This design comes from an exercise in tuning for small area on the open sky130 flow, not from production work. The RTL was checked by simulation tests, not by an equivalence proof against the original design. The clock cells of runs 3 to 7 come from the design's own scripts or RTL, not from TritonCTS. The flow treats the clock pin as an ideal source. Dropping or thinning the clock tree relies on that and would not hold on a real chip. Power and IR drop assume default switching activity.

==> flow/design.v <==
module shuzizhong(
    input wire clk1,         
    input wire reset,        
    input wire ah1,          
    input wire am1,          
    input wire alarm1,       
    input wire en,           
    input wire naozhong,     
    output wire [0:6] shi,       
    output wire [0:6] ge,        
    output wire [0:6] min_shi,   
    output wire [0:6] min_ge,    
    output wire [0:6] sec_shi,   
    output wire [0:6] sec_ge,    
    output wire daodian,     
    output wire audio        
);
    reg [6:0] lf;
    reg       half;
    wire      wrap = (lf[5:0] == 6'b011001);
    wire      tick = wrap & ~half;
    always @(posedge clk1 or posedge reset) begin
        if (reset) begin
            lf <= 7'b0110010;
            half <= 0;
        end else begin
            lf <= {lf[5:0], lf[6] ^ lf[2] ^ wrap};
            half <= half ^ wrap;
        end
    end
    reg [2:0] sub;
    wire sub_c = sub[2];    
    always @(posedge clk1 or posedge reset) begin
        if (reset) sub <= 0;
        else if (tick) sub <= sub_c ? 3'd0 : {sub[1] & sub[0], sub[1] ^ sub[0], ~sub[0]};
    end
    reg ahn_s, ahn, amn_s, amn, alarm_s, alarm, alarm_d;
    always @(posedge clk1 or posedge reset) begin
        if (reset) begin
            ahn_s <= 0; ahn <= 0;
            amn_s <= 0; amn <= 0;
            alarm_s <= 0; alarm <= 0; alarm_d <= 0;
        end else if (tick) begin
            ahn_s <= ~ah1; ahn <= ahn_s;
            amn_s <= ~am1; amn <= amn_s;
            alarm_s <= alarm1; alarm <= alarm_s; alarm_d <= alarm;
        end
    end
    wire ah_fall = tick & ~ahn & ahn_s;
    wire am_fall = tick & ~amn & amn_s;
    wire alarm_rise = tick & ~alarm & alarm_s;
    function [3:0] d10_t;    
        input [3:0] q;
        input e;
        d10_t = {e & ((q[0] & ~q[1] & q[2]) | (q[0] & q[3])), e & ((q[0] & ~q[1] & q[2]) | (q[0] & q[1] & ~q[2])), e & ((q[0] & ~q[1] & ~q[2] & ~q[3]) | (q[0] & q[1] & q[2])), e & (1'b1)};
    endfunction
    function d10_l;    
        input [3:0] q;
        d10_l = (q[0] & q[3]);
    endfunction
    function [0:6] d10_seg;
        input [3:0] q;
        d10_seg = {(q[0] & ~q[1] & ~q[2] & ~q[3]) | (~q[0] & q[1] & q[2]),
                  (~q[0] & ~q[1] & q[2]) | (q[0] & q[1] & q[2]),
                  (~q[0] & q[1] & ~q[2]),
                  (q[0] & ~q[1] & ~q[3]) | (~q[0] & q[1] & q[2]),
                  (q[1] & q[2]) | (q[0]),
                  (q[0] & ~q[1] & ~q[3]) | (q[1] & ~q[2]),
                  (q[0] & ~q[1] & q[2]) | (~q[1] & ~q[2] & ~q[3])};
    endfunction
    function [2:0] d6_t;    
        input [2:0] q;
        input e;
        d6_t = {e & ((q[0]) | (~q[2])), e & ((~q[0] & q[1] & q[2]) | (~q[1] & ~q[2])), e & ((q[0]) | (~q[1]))};
    endfunction
    function d6_l;    
        input [2:0] q;
        d6_l = (q[0] & ~q[1]);
    endfunction
    function [0:6] d6_seg;
        input [2:0] q;
        d6_seg = {(~q[0] & ~q[1] & q[2]) | (q[0] & q[1]),
                  (q[0] & ~q[1]),
                  (q[1] & ~q[2]),
                  (~q[0] & ~q[1] & q[2]) | (q[0] & q[1]),
                  (q[2]),
                  (q[1]),
                  (q[0] & q[1]) | (~q[1] & ~q[2])};
    endfunction
    function [4:0] hinc;     
        input [4:0] h;
        input e;
        reg o9;
        begin
            o9 = h[3] & ~h[2] & h[0];
            hinc = {e & o9,
                    e & ((h[0] & h[1] & h[2]) | (o9 & ~h[4])),
                    e & ((h[0] & h[1]) | (o9 & h[4])),
                    e & h[0] & ~o9,
                    e};
        end
    endfunction
    reg [3:0] s_o; reg [2:0] s_t;
    wire s_e = tick & sub_c;
    wire s_o9 = d10_l(s_o);
    always @(posedge clk1 or posedge reset) begin
        if (reset) begin s_o <= 0; s_t <= 0; end
        else begin
            s_o <= s_o ^ d10_t(s_o, s_e);
            s_t <= s_t ^ d6_t(s_t, s_e & s_o9);
        end
    end
    wire cout_miao = s_o9 & d6_l(s_t) & sub_c;
    reg [3:0] m_o; reg [2:0] m_t;
    wire m_e = tick & ~naozhong & (amn | cout_miao);
    wire m_o9 = d10_l(m_o);
    always @(posedge clk1 or posedge reset) begin
        if (reset) begin m_o <= 0; m_t <= 0; end
        else begin
            m_o <= m_o ^ d10_t(m_o, m_e);
            m_t <= m_t ^ d6_t(m_t, m_e & m_o9);
        end
    end
    wire cout_fen = m_o9 & d6_l(m_t) & cout_miao;
    reg [4:0] hr;
    wire h_e = tick & ~naozhong & (ahn | cout_fen);
    always @(posedge clk1 or posedge reset) begin
        if (reset) hr <= 0;
        else hr <= hr ^ hinc(hr, h_e);
    end
    reg [3:0] a_mo; reg [2:0] a_mt;
    wire am_e = am_fall & naozhong;
    always @(posedge clk1 or posedge reset) begin
        if (reset) begin a_mo <= 0; a_mt <= 0; end
        else begin
            a_mo <= a_mo ^ d10_t(a_mo, am_e);
            a_mt <= a_mt ^ d6_t(a_mt, am_e & d10_l(a_mo));
        end
    end
    reg [4:0] a_hr;
    wire ah_e = ah_fall & naozhong;
    always @(posedge clk1 or posedge reset) begin
        if (reset) a_hr <= 0;
        else a_hr <= a_hr ^ hinc(a_hr, ah_e);
    end
    assign daodian = en & (m_o == 0) & (m_t == 0) & (s_t == 0);
    reg alarm_off, ring;
    always @(posedge clk1 or posedge reset) begin
        if (reset) alarm_off <= 0;
        else if (alarm_rise) alarm_off <= ~alarm_off;
    end
    always @(posedge clk1 or posedge reset) begin
        if (reset) ring <= 0;
        else if (tick)
            ring <= ~alarm_off & alarm_d & (a_hr == hr) & (a_mo == m_o) & (a_mt == m_t);
    end
    reg [7:0] t_cnt;
    reg       tone;
    reg [10:0] d_cnt;
    reg [2:0] note;
    reg       started;    
    reg [7:0] half_p;     
    always @(*) begin
        case (note)
            3'd0: half_p = started ? 8'd101 : 8'd170;
            3'd1: half_p = 8'd170;
            3'd2: half_p = 8'd127;
            3'd3: half_p = 8'd101;
            3'd4: half_p = 8'd127;
            3'd5: half_p = 8'd113;
            3'd6: half_p = 8'd170;
            default: half_p = 8'd151;
        endcase
    end
    wire t_wrap = (t_cnt >= half_p);
    wire short = note[2] & (note[1] ^ note[0]);    
    wire d_wrap = short ? (&{d_cnt[9:5], d_cnt[3]}) : (&{d_cnt[10:6], d_cnt[4]});
    always @(posedge clk1 or posedge reset) begin
        if (reset) begin
            t_cnt <= 0; tone <= 0;
            d_cnt <= 0; note <= 0; started <= 0;
        end else if (ring) begin
            if (t_wrap) begin t_cnt <= 0; tone <= ~tone; end
            else t_cnt <= t_cnt + 1'b1;
            if (d_wrap) begin
                d_cnt <= 0; note <= note + 1'b1; started <= 1;
            end else d_cnt <= d_cnt + 1'b1;
        end
    end
    assign audio = tone;
    wire [4:0] dh = naozhong ? a_hr : hr;
    wire       dh_2 = dh[3] & dh[2];           
    wire [3:0] dm_o = naozhong ? a_mo : m_o;
    wire [2:0] dm_t = naozhong ? a_mt : m_t;
    wire [3:0] ds_o = naozhong ? 4'd0 : s_o;
    wire [2:0] ds_t = naozhong ? 3'd0 : s_t;
    function [0:6] seg;
        input [3:0] d;
        seg = {~d[3] & ~d[1] & (d[2] ^ d[0]),                  
               d[2] & (d[1] ^ d[0]),                           
               ~d[2] & d[1] & ~d[0],                           
               (~d[3] & ~d[1] & (d[2] ^ d[0])) | (d[2] & d[1] & d[0]),    
               d[0] | (d[2] & ~d[1]),                          
               (d[1] & d[0]) | (~d[3] & ~d[2] & (d[1] | d[0])),           
               ~d[3] & ((~d[2] & ~d[1]) | (d[2] & d[1] & d[0]))};         
    endfunction
    assign shi     = {dh[4], 1'b0, dh_2, dh[4], dh[4], dh[4] | dh_2, ~dh_2};
    assign ge      = seg({dh[3] & ~dh[2], dh[2] & ~dh[3], dh[1:0]});
    assign min_shi = d6_seg(dm_t);
    assign min_ge  = d10_seg(dm_o);
    assign sec_shi = d6_seg(ds_t);
    assign sec_ge  = d10_seg(ds_o);
endmodule
==> flow/flow/run.sh <==
#!/bin/bash
# Layout flow: the standard ORFS flow (standard.sh) with three changes.
#  1. Synthesis runs with a copy of the ORFS scripts whose ABC script is flow/abc_area.script
#     (area-oriented mapping) and without the half/full adder extraction, so ABC maps the
#     adders' logic together with the rest. Registers are mapped as in the standard synthesis.
#  2. Ports are buffered with sky130_fd_sc_hd__buf_1.
#  3. Clock tree of sky130_fd_sc_hd__clkbuf_4 without dummy loads; flow/post_cts.tcl swaps
#     the buffers that drive more than 10 sinks for sky130_fd_sc_hd__clkbuf_8.
# Each step's full log is kept by ORFS under orfs/logs/; make's output goes to *.log here.
set -euo pipefail
HERE=$(pwd)
FLOWDIR=$(cd "$(dirname "${BASH_SOURCE[0]}")" && pwd)

rm -rf "$HERE/scripts_mod"
cp -r "$FLOW_HOME/scripts" "$HERE/scripts_mod"
cp "$FLOWDIR/abc_area.script" "$HERE/scripts_mod/abc_speed.script"

SCRIPTS_DIR="$HERE/scripts_mod" ADDER_MAP_FILE= bash standard.sh synth > "$HERE/synth_make.log" 2>&1

export BUFFER_PORTS_ARGS="-buffer_cell sky130_fd_sc_hd__buf_1"
export POST_CTS_TCL="$FLOWDIR/post_cts.tcl"
export CTS_ARGS="-sink_clustering_enable -repair_clock_nets -buf_list ${CTS_BUFS:-sky130_fd_sc_hd__clkbuf_4} -dont_use_dummy_load"
bash standard.sh > "$HERE/layout_make.log" 2>&1
==> flow/flow/abc_area.script <==
strash
ifraig
dc2
dch -f
amap
strash
dc2
dch -f
amap
topo
==> flow/flow/post_cts.tcl <==
# Sourced by ORFS's cts.tcl after clock tree synthesis (POST_CTS_TCL). The tree is built
# from sky130_fd_sc_hd__clkbuf_4; a buffer that drives more than 10 clock sinks is swapped
# for sky130_fd_sc_hd__clkbuf_8 so that every flip-flop clock pin keeps a sharp edge.
set upsized 0
foreach inst [[ord::get_db_block] getInsts] {
  if { [[$inst getMaster] getName] ne "sky130_fd_sc_hd__clkbuf_4" } { continue }
  set net [[$inst findITerm X] getNet]
  if { $net eq "NULL" } { continue }
  set sinks [expr { [llength [$net getITerms]] - 1 }]
  if { $sinks > 10 } {
    replace_cell [$inst getName] sky130_fd_sc_hd__clkbuf_8
    incr upsized
    puts "post_cts: [$inst getName] drives $sinks sinks, now sky130_fd_sc_hd__clkbuf_8"
  }
}
if { $upsized > 0 } {
  detailed_placement
  check_placement -verbose
}
==> flow/standard.sh <==
#!/bin/bash
# synth_recipe.tcl (not shown) runs the flow's synth.tcl, then flattens the netlist and writes it again
# the make line also repeats each setting of config.mk as NAME=value (left out here)
make -C /OpenROAD-flow-scripts/flow DESIGN_CONFIG=/design/flow/config.mk WORK_HOME=/design/flow/orfs CLKGATE_MAP_FILE= SYNTH_SCRIPT=/design/flow/synth_recipe.tcl "${@:-finish}"
==> flow/config.mk <==
export PLATFORM = sky130hd
export DESIGN_NAME = shuzizhong
export DESIGN_NICKNAME = shuzizhong
export VERILOG_FILES = /design/flow/design.v
export SDC_FILE = /design/flow/constraint.sdc
export NUM_CORES = 4
export LEC_CHECK = 0
export CAP_MARGIN = 0
export CORE_MARGIN = 2
export CORE_UTILIZATION = 70
export GPL_TIMING_DRIVEN = 0
export SLEW_MARGIN = 0
==> flow/constraint.sdc <==
create_clock -name core_clock -period 25.0 [get_ports {clk1}]
set_input_delay 5.0000 -clock core_clock [delete_from_list [all_inputs] [get_ports {clk1}]]
set_output_delay 5.0000 -clock core_clock [all_outputs]
set_load 0.01 [all_outputs]
==> impl_metrics.py, run 1 <==
metrics = {
    "status": {
        "status": "timing/DRC/antenna clean",
    },
    "detailed_routing": {
        "via_count": 3287,
        "dr.pass1.iters": 5,
        "wl_um": 7800,
        "initialDrtViolationCount": 210,
        "remaining_drc_errors": 0,
        "post_drt_wl_per_cell_um": 13.8,
        "vias_per_cell": 5.80,
        "drtAntennaViolNets": 0,
    },
    "floorplanning": {
        "fp-row-count": 26,
        "fp.dieArea_um2": 5800,
        "die_height_um": 76.1,
        "ios": 51,
        "die_x_um": 76.1,
        "start_util_pct": 71.8,
        "core_area_um2": 5070,
    },
    "synthesis": {
        "synth_top_area_share_pct": 49.5,
        "ys_warn_count": 1,
        "yosys.cell_types.count": 31,
        "synth_cells": 437,
        "synth_area_um2": 3640,
        "synth.largest_area_cell": "dfrtp_1",
        "syn_avg_cell_area_um2": 8.33,
        "ys_seq_area_share_pct": 51.6,
        "ys_ff_latch": 75,
        "synth_nets": 444,
        "synth.area.top_cells": "dfrtp_1 (49%), clkinv_1 (7.0%), nor2_1 (6.9%)",
    },
    "setup_path": {
        "critPathMaxStageDelay_ps": 680,
        "crit_slowest_cell": "buf_1",
        "worstSetupPathType": "in -> out",
        "cp-end-kind": "output pin",
        "cp_num_cells": 7,
        "ff2ff_path_depth": 11,
        "cp.buffers_inverters": 4,
        "path_delay_family": "buffers and inverters",
        "critPathRequiredTime_ps": 20000,
        "crit_arrival_ps": 7660,
        "critPathLaunchType": "primary input",
        "worstPathMaxFanout": 21,
        "cp_cell_sequence": "buf_1 > clkinv_1 > o22ai_1 > clkinv_1 > o21ai_0 > a21boi_0 > buf_1",
    },
    "final_layout": {
        "final_common_cell": "dfrtp_1",
        "final_nets": 506,
        "post_route_cells_drive_above_1_share_pct": 4.43,
        "fill_cells": 377,
        "n_antenna_cell": 0,
        "multi_input_area_um2": 1470,
        "area.growth.synth_to_final_pct": 10.8,
        "layout_common_cells": "dfrtp_1 (72), clkinv_1 (67), nor2_1 (67)",
        "seqCellArea_um2": 1880,
    },
    "sta": {
        "whs_ps": 375,
        "hold_viol_final": 0,
        "fin_setup_tns_ps": 0,
        "finClkSkew_ps": 28.2,
        "rsz0062_at_grt": "no",
        "max_clock_freq_ghz": 0.0790,
        "slew_viol_final": 0,
        "fin_crit_ps": 12660,
        "relSlewSlack_pct": 27.4,
        "setup_viol": 0,
        "worst_pin_slew_ps": 1080,
        "post-route-period-util_pct": 50.6,
    },
    "pwr": {
        "intPower_mw": 0.145,
        "p_clk_share_pct": 30.1,
        "switching_share_pct": 23.7,
        "netSwitchingPower_mw": 0.0451,
        "max-vdd-ir-drop_mv": 0.0429,
        "power_frac_comb_pct": 6.1,
        "power_density_nw_per_um2": 47.1,
        "p_leak_nw": 1.64,
        "p_seq_share_pct": 63.8,
    },
    "global_routing": {
        "grt_pass1_wl_um": 13700,
        "antenna_found_initial": 0,
        "grt_pass1_vias": 3127,
        "grt.total_usage_pct": 29.5,
        "grt_overflow": 0,
        "grt_max_degree": 53,
    },
    "worst_hold_path": {
        "whs_path_depth": 0,
        "min_path_type": "reg -> reg",
    },
    "clocking": {
        "insertion_delay_ps": 410,
        "cts_tree": "done",
        "clk_pin_slew_ps": 90,
        "cts.sinks": 75,
    },
    "placed_design": {
        "routabilityCongestion": 0.871,
        "numPortBuffers": 49,
        "place_hpwl_um": 5520,
    },
    "flow_run": {
        "maxCapViolCount": 0,
    },
}
[synthesized netlist by cell type, drive strengths merged]
cell and number:
or2 4, nor3 19, nand3 7, o32ai 1, a31oi 1, a222oi 1
dfrtp 72, o21ai 46, o21a 2, a22oi 4, nand2 35, nor2b 5
nor4 5, nor2 67, o221ai 1, a21oi 30, o22ai 32, nand4 4
o21bai 1, a221oi 2, buf 6, a2111oi 1, and2 5, and3 3
a211oi 7, clkinv 68, o221a 1, a21boi 1, nor4b 2, conb 1
dfstp 3
[layer usage]
layer,GRT usage [%],wire [um]
met1,39.0,3410
met2,48.0,3820
met3,7.35,421
met4,10.7,148
met5,0,0
[metrics by stage]
step / setup slack [ps] / utilization [%] / cell area, um2 / instances / power (mW)
2_1_floorplan: 13700 / - / 3640 / 437 / 0.131
3_3_place_gp: 12390 / 77.1 / 3910 / 556 / 0.135
3_5_place_dp: 12360 / 78.0 / 3960 / 558 / 0.135
5_1_grt: 11910 / 79.5 / 4040 / 567 / 0.198
6_report: 12340 / 79.5 / 4040 / 567 / 0.190
[cell type report]
cell class / instances / area share (%)
clock buffers: 9 / 1.98
repair buffers: 51 / 5.42
well taps: 70 / 2.17
inverters: 68 / 6.35
flip-flops and latches: 75 / 46.6
plain buffers: 6 / 1.12
multi-input cells: 288 / 36.4
[final timing paths]
| check | from | endpoint | slack (ps) |
|---|---|---|---|
| worst max-delay path | naozhong | min_ge[6] | 12340 |
| worst min-delay path | lf[4]$_DFF_PP1_ | lf[5]$_DFF_PP1_ | 370 |
| worst max register to register | lf[4]$_DFF_PP1_ | s_t[1]$_DFF_PP0_ | 21930 |
| worst min register to register | lf[4]$_DFF_PP1_ | lf[5]$_DFF_PP1_ | 370 |
| max in group asynchronous | reset | a_mt[0]$_DFF_PP0_ | 19830 |
| min in group asynchronous | reset | half$_DFF_PP0_ | 4550 |
[cells by family (layout without fill, tap and decap cells)]
family	after synthesis	count (layout)	share of synthesized area, %
compound gates	131	131	21.0
flops	75	75	51.6
buf+inv	74	134	8.24
simple gates	156	156	19.0
other cells	1	1	0.103
[power groups by stage]
| stage | Sequential [mW] | Clock (mW) | Combinational, mW |
|---|---|---|---|
| after floorplan | 0.124 | 0 | 0.00728 |
| after global routing | 0.121 | 0.0634 | 0.0132 |
| after detailed placement | 0.124 | 0 | 0.0116 |
| final | 0.121 | 0.0572 | 0.0116 |
| after global placement | 0.124 | 0 | 0.0109 |
[state kept, by name, summed over array words and instances (netlist names), 3 cells and up]
name   cells
t_cnt      8
m_t        3
a_mo       4
lf         7
hr         5
s_o        4
m_o        4
note       3
sub        3
a_hr       5
a_mt       3
d_cnt     11
s_t        3
==> run 2: changes to the inputs <==
==> flow/config.mk (replaced) <==
export PLATFORM = sky130hd
export DESIGN_NAME = shuzizhong
export DESIGN_NICKNAME = shuzizhong
export VERILOG_FILES = /design/flow/design.v
export SDC_FILE = /design/flow/constraint.sdc
export NUM_CORES = 4
export LEC_CHECK = 0
export CAP_MARGIN = 20
export CORE_MARGIN = 2
export CORE_UTILIZATION = 70
export SLEW_MARGIN = 20
==> run 2 against run 1 <==
  * Clock-buffer cell count unchanged
  * Utilization decreased by 1.2 points
  * Non-clock buffer count decreased by 6
  * Power decreased by 0.98%
  * Largest cell class unchanged
  * Highest routed layer unchanged
  * Combinational power decreased by about 10%
  * Setup slack improved by 76 ps
  * First-iteration DRC count decreased by 11%
  * Critical path depth increased by 2
  * Fmax increased by 0.60%
  * Sequential power about the same
  * Global-route usage decreased by 2.0 points
  * Die area unchanged
==> impl_metrics.py, run 2 <==
metrics = {
    "synthesis": {
        "synth_flop_cell": "dfrtp_1",
        "yosys.cell_types.count": 31,
        "synth_common_cells": "dfrtp_1 (72), clkinv_1 (68), nor2_1 (67)",
        "synth-edff-count": 0,
        "synth_cells": 437,
        "ys_warn_count": 1,
        "synth_area_um2": 3640,
        "synth.largest_area_cell": "dfrtp_1",
        "yosysMostFrequentCell": "dfrtp_1",
        "syn_avg_cell_area_um2": 8.33,
        "ys_ff_latch": 75,
        "synth.area.top_cells": "dfrtp_1 (49%), clkinv_1 (7.0%), nor2_1 (6.9%)",
        "ys_seq_area_share_pct": 51.6,
        "synth_top_area_share_pct": 49.5,
        "synth_nets": 444,
        "synth-async-reset-ratio_pct": 100,
    },
    "detailed_routing": {
        "remaining_drc_errors": 0,
        "drtAntennaViolNets": 0,
        "post_drt_wl_per_cell_um": 13.6,
        "dr.pass1.iters": 4,
        "wl_um": 7640,
        "initialDrtViolationCount": 186,
        "via_count": 3249,
        "vias_per_cell": 5.79,
    },
    "sta": {
        "finClkSkew_ps": 25.8,
        "whs_ps": 373,
        "worst_pin_slew_ps": 901,
        "fin_crit_ps": 12580,
        "relSlewSlack_pct": 40.0,
        "post-route-period-util_pct": 50.3,
        "slew_viol_final": 0,
        "max_clock_freq_ghz": 0.0795,
        "rsz0062_at_grt": "no",
        "hold_viol_final": 0,
        "setup_viol": 0,
        "fin_setup_tns_ps": 0,
    },
    "pwr": {
        "max-vdd-ir-drop_mv": 0.0458,
        "p_leak_nw": 1.60,
        "power_density_nw_per_um2": 47.4,
    },
    "floorplanning": {
        "fp.dieArea_um2": 5800,
        "die_height_um": 76.1,
        "core_area_um2": 5070,
        "fp-row-count": 26,
        "start_util_pct": 71.8,
        "ios": 51,
        "die_x_um": 76.1,
    },
    "final_layout": {
        "post_route_cells_drive_above_1_share_pct": 3.46,
        "largest_reg_flops": 11,
        "area.growth.synth_to_final_pct": 9.14,
        "n_antenna_cell": 0,
        "layout_common_cells": "dfrtp_1 (72), clkinv_1 (67), nor2_1 (67)",
        "final_nets": 500,
        "top_regs": "d_cnt (11), t_cnt (8), lf (7)",
        "final_common_cell": "dfrtp_1",
        "top_register": "d_cnt",
    },
    "setup_path": {
        "r2r_setup_slack_ps": 21920,
        "ff2ff_path_depth": 12,
        "cp-end-kind": "output pin",
        "worstSetupPathType": "in -> out",
        "critPathLaunchType": "primary input",
        "r2r_start": "lf[4]$_DFF_PP1_",
        "crit_arrival_ps": 7580,
        "timing.rr.end": "s_t[2]$_DFF_PP0_",
        "worstPathMaxFanout": 21,
        "critPathRequiredTime_ps": 20000,
    },
    "worst_hold_path": {
        "whs_path_depth": 0,
        "min_path_type": "reg -> reg",
        "hold_end": "lf[5]$_DFF_PP1_",
        "min-delay-start": "lf[4]$_DFF_PP1_",
    },
    "clocking": {
        "cts_tree": "done",
        "cts.sinks": 75,
        "insertion_delay_ps": 400,
        "clk_pin_slew_ps": 80,
    },
    "placed_design": {
        "place_hpwl_um": 5600,
        "routabilityCongestion": 0.892,
        "numPortBuffers": 49,
    },
    "flow_run": {
        "maxCapViolCount": 0,
    },
    "global_routing": {
        "grt_overflow": 0,
        "grt_pass1_wl_um": 12900,
        "grt_pass1_vias": 2958,
        "grt.total_usage_pct": 27.5,
        "grt_max_degree": 76,
        "antenna_found_initial": 0,
    },
    "status": {
        "status": "timing/DRC/antenna clean",
    },
}
[run 2: cell types whose count changed in the layout (fill, tap and decap cells not counted), sizes merged]
cell,previous run,this run
buf,57,51
clkinv,68,67
inv,0,1
[run 2: final cells by class]
type / count / area (um2)
repair buffers: 51 / 199
well taps: 70 / 87.6
multi-input cells: 288 / 1470
inverters: 68 / 255
flip-flops and latches: 75 / 1880
clock buffers: 9 / 80.1
fillers: 388 / 1100
[run 2: through the flow]
stage	utilization [%]	setup slack (ps)	instances	cell area, um2	power [mW]
after global routing	78.3	12070	561	3980	0.195
after global placement	76.7	12620	552	3890	0.134
after floorplan	-	13700	437	3640	0.131
final	78.3	12420	561	3980	0.188
after detailed placement	76.7	12480	552	3890	0.134
[run 2: kinds of logic (layout without fill, tap and decap cells)]
group	after synthesis	in the layout	share of synthesized area, %
DFF	75	75	51.6
buffers and inverters	74	128	8.24
other	1	1	0.103
and+or+nand+nor	156	156	19.0
AOI/OAI and AO/OA	131	131	21.0
[run 2: layer usage]
metal / GRT usage, % / part of all wire [%]
met5: 0 / 0
met1: 38.2 / 47
met4: 12.0 / 2.1
met2: 43.9 / 47
met3: 3.79 / 3.5
[run 2: how the worst max path moves through the flow]
| stage | from | end | slack, ps |
|---|---|---|---|
| after floorplan | naozhong | min_shi[0] | 13700 |
| after global routing | naozhong | ge[3] | 12070 |
| after detailed placement | naozhong | ge[3] | 12480 |
| final | naozhong | ge[3] | 12420 |
| after global placement | naozhong | ge[3] | 12620 |
[run 2: critical path, cell delays in order]
cell and delay, ps:
buf_1 620, clkinv_1 640, o22ai_1 370, nand2_1 200, o21ai_0 200, nor2_1 80
o21a_1 190, o21bai_1 150, buf_1 130
[run 2: report_power, final]
part           switching (mW)  total [mW]  internal [mW]
sequential          0.0000892       0.121          0.121
combinational         0.00772      0.0104        0.00264
clock                  0.0364      0.0565         0.0202
==> run 3: changes to the inputs <==
==> flow/flow/run.sh (replaced) <==
#!/bin/bash
# Layout flow: the standard ORFS flow (standard.sh) with three changes.
#  1. Synthesis runs with a copy of the ORFS scripts whose ABC script is flow/abc_area.script
#     (area-oriented mapping) and without the half/full adder extraction, so ABC maps the
#     adders' logic together with the rest. Registers are mapped as in the standard synthesis.
#  2. Ports are buffered with sky130_fd_sc_hd__buf_1.
#  3. A two-level clock tree built by flow/pre_cts.tcl (a root and eight leaf
#     sky130_fd_sc_hd__clkbuf_4, each leaf
#     driving the flip-flops of one placement cluster) in place of TritonCTS.
# Each step's full log is kept by ORFS under orfs/logs/; make's output goes to *.log here.
set -euo pipefail
HERE=$(pwd)
FLOWDIR=$(cd "$(dirname "${BASH_SOURCE[0]}")" && pwd)

rm -rf "$HERE/scripts_mod"
cp -r "$FLOW_HOME/scripts" "$HERE/scripts_mod"
cp "$FLOWDIR/abc_area.script" "$HERE/scripts_mod/abc_speed.script"

SCRIPTS_DIR="$HERE/scripts_mod" ADDER_MAP_FILE= bash standard.sh synth > "$HERE/synth_make.log" 2>&1

export BUFFER_PORTS_ARGS="-buffer_cell sky130_fd_sc_hd__buf_1"
export PRE_CTS_TCL="$FLOWDIR/pre_cts.tcl"
bash standard.sh > "$HERE/layout_make.log" 2>&1
==> flow/flow/pre_cts.tcl (new file) <==
# Sourced by ORFS's cts.tcl before clock tree synthesis (PRE_CTS_TCL). Builds a two-level
# clock tree: the flip-flops are split into $ngroups groups of at most $cap by placement
# (k-means with a size cap), each group's clock pins are driven by one
# sky130_fd_sc_hd__clkbuf_4 at the group's centre, and those buffers are driven by one root
# sky130_fd_sc_hd__clkbuf_4, the only load of the clock port. TritonCTS is then skipped.
set ngroups 7
set cap 11
set bufmaster [[ord::get_db] findMaster sky130_fd_sc_hd__clkbuf_4]
set block [ord::get_db_block]
set clknet [[$block findBTerm clk1] getNet]

set sinks {}
foreach it [$clknet getITerms] {
  set inst [$it getInst]
  set box [$inst getBBox]
  set x [expr { ([$box xMin] + [$box xMax]) / 2 }]
  set y [expr { ([$box yMin] + [$box yMax]) / 2 }]
  lappend sinks [list $it $x $y]
}
set sinks [lsort -integer -index 1 $sinks]
set n [llength $sinks]

# k-means, started from the groups of an even split by x
set centres {}
for { set g 0 } { $g < $ngroups } { incr g } {
  set part [lrange $sinks [expr { $g * $n / $ngroups }] [expr { ($g + 1) * $n / $ngroups - 1 }]]
  set sx 0; set sy 0
  foreach s $part { set sx [expr { $sx + [lindex $s 1] }]; set sy [expr { $sy + [lindex $s 2] }] }
  lappend centres [list [expr { $sx / [llength $part] }] [expr { $sy / [llength $part] }]]
}
for { set iter 0 } { $iter < 20 } { incr iter } {
  # each sink goes to the nearest centre with room, sinks with the largest regret first
  set order {}
  set idx 0
  foreach s $sinks {
    set ds {}
    for { set g 0 } { $g < $ngroups } { incr g } {
      set c [lindex $centres $g]
      lappend ds [list $g [expr { abs([lindex $s 1] - [lindex $c 0]) + abs([lindex $s 2] - [lindex $c 1]) }]]
    }
    set ds [lsort -integer -index 1 $ds]
    lappend order [list $idx [expr { [lindex $ds 1 1] - [lindex $ds 0 1] }] $ds]
    incr idx
  }
  set order [lsort -integer -decreasing -index 1 $order]
  set count [lrepeat $ngroups 0]
  set assign [lrepeat $n 0]
  foreach o $order {
    foreach gd [lindex $o 2] {
      set g [lindex $gd 0]
      if { [lindex $count $g] < $cap } {
        lset assign [lindex $o 0] $g
        lset count $g [expr { [lindex $count $g] + 1 }]
        break
      }
    }
  }
  set newc {}
  for { set g 0 } { $g < $ngroups } { incr g } {
    set sx 0; set sy 0; set k 0
    foreach s $sinks a $assign {
      if { $a == $g } { set sx [expr { $sx + [lindex $s 1] }]; set sy [expr { $sy + [lindex $s 2] }]; incr k }
    }
    if { $k > 0 } { lappend newc [list [expr { $sx / $k }] [expr { $sy / $k }]] } else { lappend newc [lindex $centres $g] }
  }
  set centres $newc
}

set root [odb::dbInst_create $block $bufmaster "clkbuf_root"]
set rootnet [odb::dbNet_create $block "clknet_root"]
$rootnet setSigType CLOCK
[$root findITerm A] connect $clknet
[$root findITerm X] connect $rootnet
set rx 0; set ry 0
foreach c $centres { set rx [expr { $rx + [lindex $c 0] }]; set ry [expr { $ry + [lindex $c 1] }] }
$root setLocation [expr { $rx / $ngroups }] [expr { $ry / $ngroups }]
$root setPlacementStatus PLACED

for { set g 0 } { $g < $ngroups } { incr g } {
  set buf [odb::dbInst_create $block $bufmaster "clkbuf_leaf_$g"]
  set net [odb::dbNet_create $block "clknet_leaf_$g"]
  $net setSigType CLOCK
  [$buf findITerm A] connect $rootnet
  [$buf findITerm X] connect $net
  set k 0
  foreach s $sinks a $assign {
    if { $a == $g } {
      set it [lindex $s 0]
      $it disconnect
      $it connect $net
      incr k
    }
  }
  set c [lindex $centres $g]
  $buf setLocation [lindex $c 0] [lindex $c 1]
  $buf setPlacementStatus PLACED
  puts "pre_cts: clkbuf_leaf_$g drives $k clock pins, at $c"
}
global_connect
detailed_placement
set_propagated_clock [all_clocks]

proc clock_tree_synthesis { args } {
  puts "clock_tree_synthesis skipped: the clock tree was built by pre_cts.tcl"
}
removed: flow/flow/post_cts.tcl
==> run 3 against run 2 <==
  * Sequential share of layout area up 0.24 points
  * Cell count down 0.18%
  * Synthesized cell count unchanged
  * Register-to-register slack worse by 30 ps
  * Clock skew down 3.3 ps
  * Die area unchanged
  * Fmax about the same
  * Clock power down 11%
  * First-iteration DRC count up 13%
  * Combinational power about the same
  * Highest routed layer unchanged
  * Cell area down 0.50%
  * Critical path depth unchanged
  * Still clean
==> impl_metrics.py, run 3 <==
metrics = {
    "status": {
        "status": "timing/DRC/antenna clean",
    },
    "final_layout": {
        "final_nets": 499,
        "final_common_cell": "dfrtp_1",
        "post_route_cells_drive_above_1_share_pct": 3.27,
        "largest_reg_flops": 11,
        "top_register": "d_cnt",
        "layout_common_cells": "dfrtp_1 (72), clkinv_1 (67), nor2_1 (67)",
        "top_regs": "d_cnt (11), t_cnt (8), lf (7)",
        "final_util_pct": 77.9,
        "n_antenna_cell": 0,
        "area.growth.synth_to_final_pct": 8.59,
    },
    "clocking": {
        "cts_hold_buf": 0,
        "clk_pin_slew_ps": 100,
        "insertion_delay_ps": 400,
        "postCtsSetupBuffers": 0,
        "cts-resized-gates": 0,
    },
    "synthesis": {
        "synth_area_um2": 3640,
        "ys_ff_latch": 75,
        "synth_cells": 437,
        "synth_flop_cell": "dfrtp_1",
        "yosysMostFrequentCell": "dfrtp_1",
        "syn_avg_cell_area_um2": 8.33,
        "synth_common_cells": "dfrtp_1 (72), clkinv_1 (68), nor2_1 (67)",
        "synth_top_area_share_pct": 49.5,
        "ys_warn_count": 1,
        "synth-edff-count": 0,
        "ys_seq_area_share_pct": 51.6,
        "synth.largest_area_cell": "dfrtp_1",
        "yosys.cell_types.count": 31,
        "synth-async-reset-ratio_pct": 100,
        "synth.area.top_cells": "dfrtp_1 (49%), clkinv_1 (7.0%), nor2_1 (6.9%)",
        "synth_nets": 444,
    },
    "flow_run": {
        "maxCapViolCount": 0,
    },
    "detailed_routing": {
        "initialDrtViolationCount": 210,
        "post_drt_wl_per_cell_um": 13.6,
        "drtAntennaViolNets": 0,
        "via_count": 3283,
        "vias_per_cell": 5.86,
        "wl_um": 7610,
        "dr.pass1.iters": 4,
        "remaining_drc_errors": 0,
    },
    "sta": {
        "relSlewSlack_pct": 39.9,
        "hold_viol_final": 0,
        "max_clock_freq_ghz": 0.0795,
        "finClkSkew_ps": 22.5,
        "worst_pin_slew_ps": 901,
        "setup_viol": 0,
        "rsz0062_at_grt": "no",
        "fin_setup_tns_ps": 0,
        "fin_crit_ps": 12570,
        "slew_viol_final": 0,
        "post-route-period-util_pct": 50.3,
    },
    "global_routing": {
        "grt_max_degree": 76,
        "grt_pass1_vias": 3004,
        "grt_overflow": 0,
        "grt_pass1_wl_um": 13000,
        "grt.total_usage_pct": 26.2,
        "antenna_found_initial": 0,
    },
    "floorplanning": {
        "start_util_pct": 71.8,
        "core_area_um2": 5070,
        "fp.dieArea_um2": 5800,
        "ios": 51,
        "fp-row-count": 26,
        "die_x_um": 76.1,
        "die_height_um": 76.1,
    },
    "placed_design": {
        "numPortBuffers": 49,
        "routabilityCongestion": 0.892,
        "place_hpwl_um": 5600,
    },
    "setup_path": {
        "worstPathMaxFanout": 21,
        "crit_arrival_ps": 7570,
        "critPathLaunchType": "primary input",
        "critPathRequiredTime_ps": 20000,
        "r2r_setup_slack_ps": 21890,
        "worstSetupPathType": "in -> out",
        "cp-end-kind": "output pin",
    },
    "pwr": {
        "p_leak_nw": 1.59,
        "max-vdd-ir-drop_mv": 0.0446,
        "power_density_nw_per_um2": 46.0,
    },
    "worst_hold_path": {
        "min_path_type": "reg -> reg",
    },
}
==> run 3: cell counts after synthesis <==
Identical to the previous run, type by type.
==> run 3: worst paths after layout <==
kind	startpoint	endpoint	depth (start not counted)
max	naozhong	ge[3]	9
min	lf[4]$_DFF_PP1_	lf[5]$_DFF_PP1_	0
max reg2reg	lf[4]$_DFF_PP1_	s_t[2]$_DFF_PP0_	12
min reg2reg	lf[4]$_DFF_PP1_	lf[5]$_DFF_PP1_	0
max in group asynchronous	reset	t_cnt[6]$_DFFE_PP0P_	3
min in group asynchronous	reset	t_cnt[1]$_DFFE_PP0P_	3
==> run 3: metal layers <==
metal | vias to the layer above | GRT usage (%) | routed length [um]
li1 | 1626 | - | -
met2 | 98 | 44.4 | 3650
met5 | - | 0 | 0
met3 | 14 | 2.01 | 343
met4 | 0 | 6.55 | 148
met1 | 1545 | 37.6 | 3480
==> run 3: metrics by stage <==
stage               total power [mW]  hold slack [ps]  instances  cell area, um2  setup slack, ps
finish                         0.182              376        560            3960            12430
global route                   0.189              381        560            3960            12070
CTS                            0.183              378        560            3950            12470
detailed placement             0.134              363        552            3890            12480
global placement               0.134              358        552            3890            12620
floorplan                      0.131              354        437            3640            13700
==> run 3: power by group <==
part | internal (mW) | switching (mW)
registers | 0.121 | 0.0000879
logic | 0.00264 | 0.00769
clock network | 0.0150 | 0.0351
total | 0.139 | 0.0429
==> run 3: critical path: stages <==
cell and delay, ps:
buf_1 630, clkinv_1 640, o22ai_1 380, nand2_1 170
o21ai_0 200, nor2_1 90, o21a_1 190, o21bai_1 150
buf_1 130
==> run 3: cell type report <==
class	instances	area (um2)
Tap cell	70	87.6
Sequential cell	75	1880
Fill cell	393	1120
Buffer	8	60.1
Inverter	68	255
Multi-Input combinational cell	288	1470
Timing Repair Buffer	51	199
==> run 3: cells by family (layout without fill, tap and decap cells) <==
group / Yosys count / count (layout) / synth area share, %
flip-flops: 75 / 75 / 51.6
AND/OR/NAND/NOR: 156 / 156 / 19.0
other: 1 / 1 / 0.103
buffers and inverters: 74 / 127 / 8.24
AO/OA/AOI/OAI: 131 / 131 / 21.0
==> run 4: changes to the inputs <==
--- a/flow/flow/pre_cts.tcl
+++ b/flow/flow/pre_cts.tcl
@@ -3,8 +3,8 @@
 # (k-means with a size cap), each group's clock pins are driven by one
 # sky130_fd_sc_hd__clkbuf_4 at the group's centre, and those buffers are driven by one root
 # sky130_fd_sc_hd__clkbuf_4, the only load of the clock port. TritonCTS is then skipped.
-set ngroups 7
-set cap 11
+set ngroups 8
+set cap 10
 set bufmaster [[ord::get_db] findMaster sky130_fd_sc_hd__clkbuf_4]
 set block [ord::get_db_block]
 set clknet [[$block findBTerm clk1] getNet]
==> run 4 against run 3 <==
  * Still clean
  * Wire length up 0.35%
  * Sequential share of layout area fell by 0.090 points
  * Via count grew 0.34%
  * Synthesized area is the same
  * Largest cell class unchanged
  * Highest routed layer unchanged
==> impl_metrics.py, run 4 <==
metrics = {
    "pwr": {
        "max-vdd-ir-drop_mv": 0.0442,
        "power_frac_comb_pct": 5.6,
        "netSwitchingPower_mw": 0.0430,
        "p_clk_share_pct": 28.3,
        "p_seq_share_pct": 66.1,
        "power_density_nw_per_um2": 46.4,
        "intPower_mw": 0.141,
        "switching_share_pct": 23.4,
        "total_power_mw": 0.184,
        "p_leak_nw": 1.59,
    },
    "clocking": {
        "cts-resized-gates": 0,
        "postCtsSetupBuffers": 0,
        "insertion_delay_ps": 410,
        "cts_hold_buf": 0,
        "clk_pin_slew_ps": 90,
    },
    "placed_design": {
        "place_hpwl_um": 5600,
        "routabilityCongestion": 0.892,
        "numPortBuffers": 49,
        "place_area_um2": 3890,
        "dp_cells": 552,
    },
    "setup_path": {
        "cp_cell_sequence": "buf_1 > clkinv_1 > o22ai_1 > nand2_1 > o21ai_0 > nor2_1 > o21a_1 > o21bai_1 > buf_1",
        "crit_slowest_cell": "clkinv_1",
        "critPathMaxStageDelay_ps": 640,
        "crit_arrival_ps": 7570,
        "path_common_cell": "buf_1",
        "critPathRequiredTime_ps": 20000,
        "worstSetupPathType": "in -> out",
        "cp-end-kind": "output pin",
        "path_delay_family": "buffers and inverters",
        "cp.buffers_inverters": 3,
        "worstPathMaxFanout": 21,
        "critPathLaunchType": "primary input",
    },
    "sta": {
        "post-route-period-util_pct": 50.3,
        "slew_viol_final": 0,
        "fin_setup_tns_ps": 0,
        "max_clock_freq_ghz": 0.0795,
        "worst_pin_slew_ps": 898,
        "finClkSkew_ps": 14.6,
        "rsz0062_at_grt": "no",
        "fin_crit_ps": 12570,
        "hold_viol_final": 0,
        "setup_viol": 0,
        "relSlewSlack_pct": 40.1,
    },
    "detailed_routing": {
        "drtAntennaViolNets": 0,
        "wl_um": 7640,
        "initialDrtViolationCount": 184,
        "post_drt_wl_per_cell_um": 13.6,
        "via_count": 3294,
        "remaining_drc_errors": 0,
        "vias_per_cell": 5.87,
        "dr.pass1.iters": 4,
    },
    "final_layout": {
        "fin_area_um2": 3960,
        "stdcell_count": 561,
        "multi_input_area_um2": 1470,
        "largest_reg_flops": 11,
        "final_util_pct": 78.1,
        "fill_cells": 392,
        "layout_common_cells": "dfrtp_1 (72), clkinv_1 (67), nor2_1 (67)",
        "post_route_cells_drive_above_1_share_pct": 3.46,
        "n_antenna_cell": 0,
        "seqCellArea_um2": 1880,
        "top_regs": "d_cnt (11), t_cnt (8), lf (7)",
        "top_register": "d_cnt",
        "final_nets": 500,
        "final_common_cell": "dfrtp_1",
        "area.growth.synth_to_final_pct": 8.79,
    },
    "synthesis": {
        "syn_avg_cell_area_um2": 8.33,
        "synth.area.top_cells": "dfrtp_1 (49%), clkinv_1 (7.0%), nor2_1 (6.9%)",
        "ys_warn_count": 1,
        "synth.largest_area_cell": "dfrtp_1",
        "synth_nets": 444,
        "synth_top_area_share_pct": 49.5,
        "ys_seq_area_share_pct": 51.6,
        "synth_common_cells": "dfrtp_1 (72), clkinv_1 (68), nor2_1 (67)",
        "ys_ff_latch": 75,
        "synth-edff-count": 0,
        "synth-async-reset-ratio_pct": 100,
        "synth_area_um2": 3640,
        "synth_flop_cell": "dfrtp_1",
        "yosysMostFrequentCell": "dfrtp_1",
        "synth_cells": 437,
        "yosys.cell_types.count": 31,
    },
    "floorplanning": {
        "die_x_um": 76.1,
        "fp.dieArea_um2": 5800,
        "ios": 51,
        "start_util_pct": 71.8,
        "core_area_um2": 5070,
        "die_height_um": 76.1,
        "fp-row-count": 26,
    },
    "status": {
        "status": "timing/DRC/antenna clean",
    },
    "global_routing": {
        "grt.total_usage_pct": 26.2,
        "grt_overflow": 0,
        "grt_max_degree": 76,
        "antenna_found_initial": 0,
        "grt_pass1_vias": 2988,
        "grt_pass1_wl_um": 13000,
    },
    "flow_run": {
        "maxCapViolCount": 0,
    },
    "worst_hold_path": {
        "min_path_type": "reg -> reg",
    },
}
run 4: worst register-to-register path: cells and delay by family, from the launching register on:
family / cells / cell delay [ps]
compound gates: 1 / 100
buf+inv: 3 / 460
flops: 1 / 540
simple gates: 7 / 1890
run 4: area by class of cell:
cell class / instances / share of cell area [%]
buffer: 9 / 1.71
inverter: 68 / 6.44
multi-input combinational: 288 / 37.2
sequential: 75 / 47.5
tap: 70 / 2.21
timing repair buffer: 51 / 5.02
run 4: through the flow:
stage                     worst slack, ps  hold slack, ps
after floorplan                     13700             354
after global placement              12620             358
after detailed placement            12480             363
after CTS                           12480             377
after global routing                12080             379
final                               12430             372
run 4: logic make-up after synthesis:
group | share of synthesized area, %
DFF | 51.6
and+or+nand+nor | 19.0
buffers and inverters | 8.24
AOI/OAI and AO/OA | 21.0
other | 0.103
run 4: worst paths after layout:
check / startpoint / end / slack (ps) / cells past startpoint
worst max-delay path: naozhong / ge[3] / 12430 / 9
worst min-delay path: lf[4]$_DFF_PP1_ / lf[5]$_DFF_PP1_ / 370 / 0
worst max register to register: lf[4]$_DFF_PP1_ / s_t[1]$_DFF_PP0_ / 21900 / 11
worst min register to register: lf[4]$_DFF_PP1_ / lf[5]$_DFF_PP1_ / 370 / 0
max in group asynchronous: reset / a_hr[0]$_DFF_PP0_ / 19600 / 3
min in group asynchronous: reset / sub[2]$_DFFE_PP0P_ / 4820 / 3
run 4: power groups by stage:
stage | combinational, mW | sequential, mW | clock [mW]
2_1_floorplan | 0.00728 | 0.124 | 0
3_3_place_gp | 0.0102 | 0.124 | 0
3_5_place_dp | 0.0105 | 0.124 | 0
4_1_cts | 0.0105 | 0.121 | 0.0534
5_1_grt | 0.0117 | 0.121 | 0.0588
6_report | 0.0103 | 0.121 | 0.0520
run 4: per-layer routing:
layer / GRT usage (%) / wire length, um
met1: 38.1 / 3420
met2: 44.1 / 3740
met3: 2.61 / 392
met4: 5.09 / 82
met5: 0 / 0
==> run 5: changes to the inputs <==
--- a/flow/design.v
+++ b/flow/design.v
@@ -174,6 +174,7 @@
     end
     wire t_wrap = (t_cnt >= half_p);
     wire short = note[2] & (note[1] ^ note[0]);    
+    wire [10:0] d_inc = d_cnt + 1'b1;
     wire d_wrap = short ? (&{d_cnt[9:5], d_cnt[3]}) : (&{d_cnt[10:6], d_cnt[4]});
     always @(posedge clk1 or posedge reset) begin
         if (reset) begin
@@ -182,9 +183,10 @@
         end else if (ring) begin
             if (t_wrap) begin t_cnt <= 0; tone <= ~tone; end
             else t_cnt <= t_cnt + 1'b1;
+            d_cnt <= d_wrap ? {8'd0, d_inc[2:1], 1'b0} : d_inc;
             if (d_wrap) begin
-                d_cnt <= 0; note <= note + 1'b1; started <= 1;
-            end else d_cnt <= d_cnt + 1'b1;
+                note <= note + 1'b1; started <= 1;
+            end
         end
     end
     assign audio = tone;
==> run 5 against run 4 <==
  * Wire length rose by 1.0%
  * Utilization about the same
  * First-iteration DRC count increased by 38%
  * Critical path type unchanged
  * Synthesized cell count is 0.23% lower
  * Sequential power about the same
  * Synthesized area barely moved
  * Flip-flop and latch count is the same
  * Sequential share of layout area about the same
  * Die area barely moved
  * Power grew 0.40%
  * Register-to-register slack worse by 40 ps
==> impl_metrics.py, run 5 <==
metrics = {
    "setup_path": {
        "worstPathMaxFanout": 20,
        "r2r_setup_slack_ps": 21860,
        "crit_arrival_ps": 7050,
        "ff2ff_path_depth": 11,
        "critPathLaunchType": "primary input",
        "cp-end-kind": "output pin",
        "critPathMaxStageDelay_ps": 420,
        "path_delay_family": "compound AO/OA/AOI/OAI gates",
        "cp_num_cells": 10,
        "startpoint": "naozhong",
        "r2r_start": "note[0]$_DFFE_PP0P_",
        "crit_end": "ge[3]",
        "crit_slowest_cell": "clkinv_1",
        "worstSetupPathType": "in -> out",
        "path_common_cell": "buf_1",
        "critPathRequiredTime_ps": 20000,
        "timing.rr.end": "tone$_DFFE_PP0P_",
        "cp_cell_sequence": "buf_1 > buf_4 > clkinv_1 > o22ai_1 > nand2_1 > o21ai_0 > nor2_1 > o21a_1 > o21bai_1 > buf_1",
        "cp.buffers_inverters": 4,
    },
    "pwr": {
        "intPower_mw": 0.141,
        "power_frac_comb_pct": 5.8,
        "max-vdd-ir-drop_mv": 0.0396,
        "p_leak_nw": 1.59,
        "netSwitchingPower_mw": 0.0435,
        "switching_share_pct": 23.6,
        "power_density_nw_per_um2": 46.6,
        "p_clk_share_pct": 28.3,
        "p_seq_share_pct": 65.9,
    },
    "global_routing": {
        "grt.total_usage_pct": 27.7,
        "antenna_found_initial": 0,
        "grt_max_degree": 76,
        "grt_pass1_vias": 3176,
        "grt_pass1_wl_um": 13800,
        "grt_overflow": 0,
    },
    "worst_hold_path": {
        "min_path_type": "reg -> reg",
    },
    "detailed_routing": {
        "dr.pass1.iters": 6,
        "vias_per_cell": 5.96,
        "wl_um": 7720,
        "via_count": 3342,
        "post_drt_wl_per_cell_um": 13.8,
        "remaining_drc_errors": 0,
        "initialDrtViolationCount": 253,
        "drtAntennaViolNets": 0,
    },
    "floorplanning": {
        "die_height_um": 76.1,
        "fp-row-count": 26,
        "fp.dieArea_um2": 5800,
        "die_x_um": 76.1,
        "ios": 51,
        "core_area_um2": 5070,
        "start_util_pct": 71.8,
    },
    "synthesis": {
        "synthAdderAreaFrac_pct": 0,
        "synth_nets": 443,
        "synth_xor_area_share_pct": 0,
        "synth.area.top_cells": "dfrtp_1 (49%), clkinv_1 (7.3%), nor2_1 (7.0%)",
        "synth_cells": 436,
        "synth_common_cells": "dfrtp_1 (72), clkinv_1 (71), nor2_1 (68)",
        "synth_flop_cell": "dfrtp_1",
        "ys_ff_latch": 75,
        "synth-edff-count": 0,
        "syn_avg_cell_area_um2": 8.36,
        "synth_compound_area_share_pct": 21.2,
        "synth_mux_area_share_pct": 0,
        "ys_warn_count": 1,
        "synth.largest_area_cell": "dfrtp_1",
        "synth_area_um2": 3640,
        "yosys.area_share.simple_pct": 18.5,
        "ys_seq_area_share_pct": 51.6,
        "yosys.cell_types.count": 31,
        "synth_top_area_share_pct": 49.5,
        "synth-async-reset-ratio_pct": 100,
        "synth_top_family_by_area": "compound AO/OA/AOI/OAI gates",
        "yosysMostFrequentCell": "dfrtp_1",
    },
    "sta": {
        "slew_viol_final": 0,
        "rsz0062_at_grt": "no",
        "hold_viol_final": 0,
        "finClkSkew_ps": 13.4,
        "fin_setup_tns_ps": 0,
        "relSlewSlack_pct": 32.3,
        "fin_crit_ps": 12050,
        "setup_viol": 0,
        "layout_setup_ws_ps": 12950,
        "worst_pin_slew_ps": 1010,
        "post-route-period-util_pct": 48.2,
        "whs_ps": 370,
        "max_clock_freq_ghz": 0.0830,
    },
    "clocking": {
        "clk_pin_slew_ps": 90,
        "cts-resized-gates": 0,
        "cts_hold_buf": 0,
        "postCtsSetupBuffers": 0,
        "insertion_delay_ps": 420,
    },
    "final_layout": {
        "n_antenna_cell": 0,
        "top_regs": "d_cnt (11), t_cnt (8), lf (7)",
        "top_register": "d_cnt",
        "post_route_cells_drive_above_1_share_pct": 3.26,
        "final_nets": 500,
        "largest_reg_flops": 11,
        "final_common_cell": "dfrtp_1",
        "fin_area_um2": 3960,
        "fill_cells": 371,
        "area.growth.synth_to_final_pct": 8.72,
        "layout_common_cells": "dfrtp_1 (72), clkinv_1 (70), nor2_1 (68)",
    },
    "placed_design": {
        "place_area_um2": 3890,
        "routabilityCongestion": 0.971,
        "numPortBuffers": 49,
        "place_hpwl_um": 5720,
        "pre_cts_ws_ps": 13010,
    },
    "flow_run": {
        "maxCapViolCount": 0,
    },
    "status": {
        "status": "timing/DRC/antenna clean",
    },
}
## run 5: cells by family (layout without fill, tap and decap cells)
logic type	count (synthesis)	after routing
AND/OR/NAND/NOR	156	156
flip-flops	75	75
AO/OA/AOI/OAI	127	127
other	1	1
buffers and inverters	77	132
## run 5: power groups by stage
| stage | combinational (mW) | sequential (mW) | clock [mW] |
|---|---|---|---|
| 2_1_floorplan | 0.00734 | 0.124 | 0 |
| 3_3_place_gp | 0.0104 | 0.124 | 0 |
| 3_5_place_dp | 0.0107 | 0.124 | 0 |
| 4_1_cts | 0.0108 | 0.122 | 0.0534 |
| 5_1_grt | 0.0120 | 0.122 | 0.0586 |
| 6_report | 0.0106 | 0.122 | 0.0522 |
## run 5: worst reg2reg max path: cells and delay by family (launching register included)
family,cells,cell delay [ps]
simple gates,3,980
compound gates,7,1400
buf+inv,1,170
flops,1,440
## run 5: cell type report
| cell class | count | area, um2 | share of cell area, % |
|---|---|---|---|
| well taps | 70 | 87.6 | 2.21 |
| repair buffers | 52 | 206 | 5.21 |
| flip-flops and latches | 75 | 1880 | 47.5 |
| plain buffers | 9 | 67.6 | 1.71 |
| multi-input cells | 284 | 1450 | 36.7 |
| inverters | 71 | 267 | 6.73 |
## run 5: worst min path at each step
stage | startpoint | end | slack (ps) | cells past startpoint
after floorplan | lf[3]$_DFF_PP0_ | lf[4]$_DFF_PP1_ | 350 | 0
after global placement | lf[4]$_DFF_PP1_ | lf[5]$_DFF_PP1_ | 360 | 0
after detailed placement | lf[4]$_DFF_PP1_ | lf[5]$_DFF_PP1_ | 360 | 0
after CTS | lf[4]$_DFF_PP1_ | lf[5]$_DFF_PP1_ | 370 | 0
after global routing | lf[4]$_DFF_PP1_ | lf[5]$_DFF_PP1_ | 380 | 0
final | lf[4]$_DFF_PP1_ | lf[5]$_DFF_PP1_ | 370 | 0
## run 5: layer usage
metal  routed length [um]  GRT usage, %  vias up
met2                 3740          48.8      126
li1                     -             -     1621
met5                    0             0        -
met4                  189          7.09        0
met3                  488          3.20       23
met1                 3300          37.2     1572
## run 5: through the flow
stage | power [mW] | cells | utilization [%]
floorplan | 0.131 | 436 | -
global placement | 0.134 | 552 | 76.7
detailed placement | 0.135 | 552 | 76.7
CTS | 0.186 | 561 | 78.1
global route | 0.192 | 561 | 78.1
finish | 0.184 | 561 | 78.1
==> run 6: changes to the inputs <==
--- a/flow/flow/run.sh
+++ b/flow/flow/run.sh
@@ -4,7 +4,7 @@
 #     (area-oriented mapping) and without the half/full adder extraction, so ABC maps the
 #     adders' logic together with the rest. Registers are mapped as in the standard synthesis.
 #  2. Ports are buffered with sky130_fd_sc_hd__buf_1.
-#  3. A two-level clock tree built by flow/pre_cts.tcl (a root and eight leaf
+#  3. A two-level clock tree built by flow/pre_cts.tcl (a clkbuf_2 root and eight leaf
 #     sky130_fd_sc_hd__clkbuf_4, each leaf
 #     driving the flip-flops of one placement cluster) in place of TritonCTS.
 # Each step's full log is kept by ORFS under orfs/logs/; make's output goes to *.log here.
--- a/flow/flow/pre_cts.tcl
+++ b/flow/flow/pre_cts.tcl
@@ -2,10 +2,11 @@
 # clock tree: the flip-flops are split into $ngroups groups of at most $cap by placement
 # (k-means with a size cap), each group's clock pins are driven by one
 # sky130_fd_sc_hd__clkbuf_4 at the group's centre, and those buffers are driven by one root
-# sky130_fd_sc_hd__clkbuf_4, the only load of the clock port. TritonCTS is then skipped.
+# sky130_fd_sc_hd__clkbuf_2, the only load of the clock port. TritonCTS is then skipped.
 set ngroups 8
 set cap 10
 set bufmaster [[ord::get_db] findMaster sky130_fd_sc_hd__clkbuf_4]
+set rootmaster [[ord::get_db] findMaster sky130_fd_sc_hd__clkbuf_2]
 set block [ord::get_db_block]
 set clknet [[$block findBTerm clk1] getNet]
 
@@ -66,7 +67,7 @@
   set centres $newc
 }
 
-set root [odb::dbInst_create $block $bufmaster "clkbuf_root"]
+set root [odb::dbInst_create $block $rootmaster "clkbuf_root"]
 set rootnet [odb::dbNet_create $block "clknet_root"]
 $rootnet setSigType CLOCK
 [$root findITerm A] connect $clknet
--- a/flow/config.mk
+++ b/flow/config.mk
@@ -7,5 +7,5 @@
 export LEC_CHECK = 0
 export CAP_MARGIN = 20
 export CORE_MARGIN = 2
-export CORE_UTILIZATION = 70
+export CORE_UTILIZATION = 55
 export SLEW_MARGIN = 20
==> run 6 against run 5 <==
  * Still clean
  * Global-route usage down 6.0 points
  * Hold slack improved by 3.6 ps
  * Utilization fell by 16 points
  * Clock power about the same
  * Register-to-register slack gained 120 ps
  * Combinational power barely moved
  * Synthesized area did not move
  * Largest power group unchanged
==> impl_metrics.py, run 6 <==
metrics = {
    "synthesis": {
        "synth_area_um2": 3640,
        "ys_seq_area_share_pct": 51.6,
        "ys_warn_count": 1,
        "ys_ff_latch": 75,
        "synth-async-reset-ratio_pct": 100,
        "synth_common_cells": "dfrtp_1 (72), clkinv_1 (71), nor2_1 (68)",
        "synth_nets": 443,
        "synth_flop_cell": "dfrtp_1",
        "synth.largest_area_cell": "dfrtp_1",
        "synth-edff-count": 0,
        "yosys.cell_types.count": 31,
        "synth_top_area_share_pct": 49.5,
        "synth_cells": 436,
        "yosysMostFrequentCell": "dfrtp_1",
        "synth.area.top_cells": "dfrtp_1 (49%), clkinv_1 (7.3%), nor2_1 (7.0%)",
        "syn_avg_cell_area_um2": 8.36,
    },
    "final_layout": {
        "layout_common_cells": "dfrtp_1 (72), clkinv_1 (70), nor2_1 (68)",
        "post_route_cells_drive_above_1_share_pct": 3.26,
        "n_antenna_cell": 0,
        "top_regs": "d_cnt (11), t_cnt (8), lf (7)",
        "top_register": "d_cnt",
        "fin_area_um2": 3970,
        "final_util_pct": 62.1,
        "final_nets": 500,
        "area.growth.synth_to_final_pct": 8.83,
        "fill_cells": 588,
        "final_common_cell": "dfrtp_1",
        "largest_reg_flops": 11,
    },
    "sta": {
        "max_clock_freq_ghz": 0.0786,
        "worst_pin_slew_ps": 930,
        "layout_setup_ws_ps": 12290,
        "slew_viol_final": 0,
        "fin_setup_tns_ps": 0,
        "fin_crit_ps": 12710,
        "hold_viol_final": 0,
        "finClkSkew_ps": 16.0,
        "relSlewSlack_pct": 38.0,
        "post-route-period-util_pct": 50.9,
        "setup_viol": 0,
        "rsz0062_at_grt": "no",
    },
    "global_routing": {
        "grt_max_degree": 76,
        "grt.total_usage_pct": 21.7,
        "grt_pass1_wl_um": 13200,
        "grt_overflow": 0,
        "grtUsageMet3_pct": 2.33,
        "grt_pass1_vias": 2907,
        "antenna_found_initial": 0,
        "use_met2_pct": 36.4,
        "grt.busiest_layer": "met2",
        "grt_use_met1_pct": 30.9,
    },
    "floorplanning": {
        "die_height_um": 85.4,
        "fp.dieArea_um2": 7290,
        "fp-row-count": 29,
        "start_util_pct": 57.1,
        "ios": 51,
        "core_area_um2": 6390,
        "die_x_um": 85.4,
    },
    "detailed_routing": {
        "wl_um": 7890,
        "post_drt_wl_per_cell_um": 13.9,
        "vias_per_cell": 5.64,
        "dr.pass1.iters": 4,
        "drtAntennaViolNets": 0,
        "initialDrtViolationCount": 158,
        "via_count": 3204,
        "remaining_drc_errors": 0,
    },
    "clocking": {
        "clk_pin_slew_ps": 100,
        "cts-resized-gates": 0,
        "cts_hold_buf": 0,
        "insertion_delay_ps": 540,
        "postCtsSetupBuffers": 0,
    },
    "placed_design": {
        "routabilityCongestion": 0.872,
        "pre_cts_ws_ps": 12360,
        "place_area_um2": 3890,
        "numPortBuffers": 49,
        "place_hpwl_um": 5720,
    },
    "pwr": {
        "p_leak_nw": 1.59,
        "power_density_nw_per_um2": 46.5,
        "max-vdd-ir-drop_mv": 0.0423,
    },
    "flow_run": {
        "maxCapViolCount": 0,
    },
    "setup_path": {
        "cp-end-kind": "output pin",
        "critPathLaunchType": "primary input",
        "critPathRequiredTime_ps": 20000,
        "worstPathMaxFanout": 20,
        "crit_arrival_ps": 7710,
        "worstSetupPathType": "in -> out",
    },
    "status": {
        "status": "timing/DRC/antenna clean",
    },
    "worst_hold_path": {
        "min_path_type": "reg -> reg",
    },
}
run 6: kinds of logic (layout without fill, tap and decap cells):
kind of cell | Yosys count | after routing | share of synthesized area, %
AND/OR/NAND/NOR | 156 | 156 | 18.5
flip-flops | 75 | 75 | 51.6
other | 1 | 1 | 0.103
buffers and inverters | 77 | 132 | 8.55
AO/OA/AOI/OAI | 127 | 127 | 21.2
run 6: critical path: stages:
cell      delay [ps]
buf_1            670
clkinv_1         690
o22ai_1          540
clkinv_1         170
nor2_1           170
clkinv_1         130
o22ai_1          150
buf_1            180
run 6: routing by layer:
| layer | routed length (um) | share of wire (%) | vias to the layer above |
|---|---|---|---|
| li1 | - | - | 1636 |
| met3 | 379 | 4.8 | 17 |
| met2 | 3690 | 47 | 74 |
| met5 | 0 | 0 | - |
| met4 | 147 | 1.9 | 0 |
| met1 | 3670 | 47 | 1477 |
run 6: where the power goes:
group          internal (mW)  switching [mW]  total (mW)
registers              0.121        0.000224       0.122
clock network         0.0156          0.0366      0.0522
logic                0.00271         0.00775      0.0105
total                  0.140          0.0446       0.184
run 6: path summary, 6_finish.rpt:
kind	from	to	slack [ps]	cells after the start
worst max-delay path	naozhong	ge[6]	12290	8
worst min-delay path	lf[4]$_DFF_PP1_	lf[5]$_DFF_PP1_	370	0
worst max register to register	lf[4]$_DFF_PP1_	s_t[1]$_DFF_PP0_	21980	11
worst min register to register	lf[4]$_DFF_PP1_	lf[5]$_DFF_PP1_	370	0
max in group asynchronous	reset	m_o[2]$_DFF_PP0_	19700	3
min in group asynchronous	reset	t_cnt[4]$_DFFE_PP0P_	4720	3
run 6: cell type report:
type	instances	area (um2)	share of cell area, %
buffer	9	65.1	1.64
inverter	71	267	6.72
tap	77	96.3	2.43
sequential	75	1880	47.4
multi-input combinational	284	1450	36.6
timing repair buffer	52	204	5.14
run 6: through the flow:
step / cells / hold slack (ps) / total power [mW]
final: 568 / 373 / 0.184
after global routing: 568 / 381 / 0.192
after CTS: 567 / 374 / 0.186
after detailed placement: 558 / 357 / 0.135
after global placement: 558 / 355 / 0.134
after floorplan: 436 / 354 / 0.131
==> run 7: changes to the inputs <==
--- a/flow/config.mk
+++ b/flow/config.mk
@@ -7,5 +7,5 @@
 export LEC_CHECK = 0
 export CAP_MARGIN = 20
 export CORE_MARGIN = 2
-export CORE_UTILIZATION = 55
+export CORE_UTILIZATION = 70
 export SLEW_MARGIN = 20
==> run 7 against run 6 <==
  * Still clean
  * Synthesized cell count unchanged
  * Via count increased by 4.6%
  * Global-route usage increased by 6.0 points
  * Cell count decreased by 1.2%
  * Register-to-register slack got worse by 130 ps
  * Synthesized area unchanged
  * Setup slack improved by 630 ps
  * Largest cell class unchanged
==> impl_metrics.py, run 7 <==
metrics = {
    "global_routing": {
        "grt.total_usage_pct": 27.8,
        "antenna_found_initial": 0,
        "grt_overflow": 0,
        "grt_pass1_wl_um": 13800,
        "grt_max_degree": 76,
        "grt_pass1_vias": 3180,
    },
    "final_layout": {
        "largest_reg_flops": 11,
        "final_util_pct": 78.0,
        "post_route_cells_drive_above_1_share_pct": 3.26,
        "final_nets": 500,
        "n_antenna_cell": 0,
        "multi_input_area_um2": 1450,
        "area.growth.synth_to_final_pct": 8.65,
        "top_regs": "d_cnt (11), t_cnt (8), lf (7)",
        "fill_cells": 372,
        "layout_common_cells": "dfrtp_1 (72), clkinv_1 (70), nor2_1 (68)",
        "top_register": "d_cnt",
        "seqCellArea_um2": 1880,
        "final_common_cell": "dfrtp_1",
    },
    "sta": {
        "post-route-period-util_pct": 48.4,
        "finClkSkew_ps": 13.2,
        "hold_viol_final": 0,
        "rsz0062_at_grt": "no",
        "layout_setup_ws_ps": 12910,
        "worst_pin_slew_ps": 1000,
        "setup_viol": 0,
        "max_clock_freq_ghz": 0.0827,
        "fin_crit_ps": 12090,
        "relSlewSlack_pct": 32.8,
        "slew_viol_final": 0,
        "fin_setup_tns_ps": 0,
    },
    "worst_hold_path": {
        "whs_path_depth": 0,
        "min-delay-start": "lf[4]$_DFF_PP1_",
        "hold_end": "lf[5]$_DFF_PP1_",
        "min_path_type": "reg -> reg",
    },
    "synthesis": {
        "ys_seq_area_share_pct": 51.6,
        "synth.area.top_cells": "dfrtp_1 (49%), clkinv_1 (7.3%), nor2_1 (7.0%)",
        "yosys.cell_types.count": 31,
        "syn_avg_cell_area_um2": 8.36,
        "ys_warn_count": 1,
        "synth_area_um2": 3640,
        "ys_ff_latch": 75,
        "synth-edff-count": 0,
        "synth_cells": 436,
        "synth_flop_cell": "dfrtp_1",
        "synth-async-reset-ratio_pct": 100,
        "synth.largest_area_cell": "dfrtp_1",
        "synth_nets": 443,
        "synth_common_cells": "dfrtp_1 (72), clkinv_1 (71), nor2_1 (68)",
        "synth_top_area_share_pct": 49.5,
        "yosysMostFrequentCell": "dfrtp_1",
    },
    "floorplanning": {
        "die_x_um": 76.1,
        "fp.dieArea_um2": 5800,
        "core_area_um2": 5070,
        "die_height_um": 76.1,
        "fp-row-count": 26,
        "start_util_pct": 71.8,
        "ios": 51,
    },
    "detailed_routing": {
        "drtAntennaViolNets": 0,
        "remaining_drc_errors": 0,
        "initialDrtViolationCount": 232,
        "post_drt_wl_per_cell_um": 13.9,
        "dr.pass1.iters": 5,
        "via_count": 3351,
        "vias_per_cell": 5.97,
        "wl_um": 7770,
    },
    "setup_path": {
        "timing.rr.end": "tone$_DFFE_PP0P_",
        "r2r_setup_slack_ps": 21850,
        "critPathRequiredTime_ps": 20000,
        "cp-end-kind": "output pin",
        "crit_arrival_ps": 7090,
        "ff2ff_path_depth": 11,
        "worstPathMaxFanout": 20,
        "worstSetupPathType": "in -> out",
        "critPathLaunchType": "primary input",
        "r2r_start": "note[0]$_DFFE_PP0P_",
    },
    "clocking": {
        "cts_hold_buf": 0,
        "insertion_delay_ps": 500,
        "postCtsSetupBuffers": 0,
        "clk_pin_slew_ps": 90,
        "cts-resized-gates": 0,
    },
    "flow_run": {
        "maxCapViolCount": 0,
    },
    "pwr": {
        "p_leak_nw": 1.58,
        "power_density_nw_per_um2": 46.3,
        "max-vdd-ir-drop_mv": 0.0449,
    },
    "status": {
        "status": "timing/DRC/antenna clean",
    },
    "placed_design": {
        "place_hpwl_um": 5720,
        "numPortBuffers": 49,
        "routabilityCongestion": 0.971,
        "pre_cts_ws_ps": 13010,
    },
}
-- run 7: cell count changes in the layout (fill, tap and decap cells not counted) --
cell   change
buf_2      -1
buf_4      +1
-- run 7: kinds of logic (layout without fill, tap and decap cells) --
family | Yosys count | in the layout | share of synthesized area (%)
AOI/OAI and AO/OA | 127 | 127 | 21.2
buffers and inverters | 77 | 132 | 8.55
DFF | 75 | 75 | 51.6
other | 1 | 1 | 0.103
and+or+nand+nor | 156 | 156 | 18.5
-- run 7: worst max path at each step --
| stage | from | end | slack [ps] | cells past startpoint |
|---|---|---|---|---|
| after global routing | naozhong | ge[3] | 12750 | 10 |
| after floorplan | naozhong | min_shi[0] | 13690 | 5 |
| after global placement | naozhong | ge[3] | 13160 | 10 |
| after detailed placement | naozhong | ge[3] | 13010 | 10 |
| after CTS | naozhong | ge[3] | 13000 | 10 |
| final | naozhong | ge[3] | 12910 | 10 |
-- run 7: area by class of cell --
cell class              instances  area share [%]
flip-flops and latches         75            47.5
plain buffers                   9            1.64
repair buffers                 52            5.21
well taps                      70            2.21
multi-input cells             284            36.7
inverters                      71            6.73
-- run 7: metal layers --
metal	share of wire (%)	up-vias	GRT usage [%]
li1	-	1628	-
met1	43	1567	37.2
met2	48	137	48.8
met3	6.6	19	2.96
met4	2.4	0	7.82
met5	0	-	0
-- run 7: power breakdown --
group	leakage, nW	total [mW]	switching [mW]	internal (mW)
clock	0.0410	0.0508	0.0352	0.0156
sequential	0.949	0.122	0.000225	0.121
combinational	0.595	0.0107	0.00785	0.00282
total	1.58	0.183	0.0433	0.140
-- run 7: through the flow --
step	cells	hold slack [ps]	cell area, um2	power (mW)
after detailed placement	552	358	3890	0.135
after floorplan	436	354	3640	0.131
after global placement	552	356	3890	0.134
final	561	370	3960	0.183
after CTS	561	373	3960	0.185
after global routing	561	378	3960	0.191
-- run 7: critical path: stages --
cell,delay [ps]
buf_1,70
buf_4,240
clkinv_1,430
o22ai_1,430
nand2_1,190
o21ai_0,170
nor2_1,70
o21a_1,180
o21bai_1,150
buf_1,140
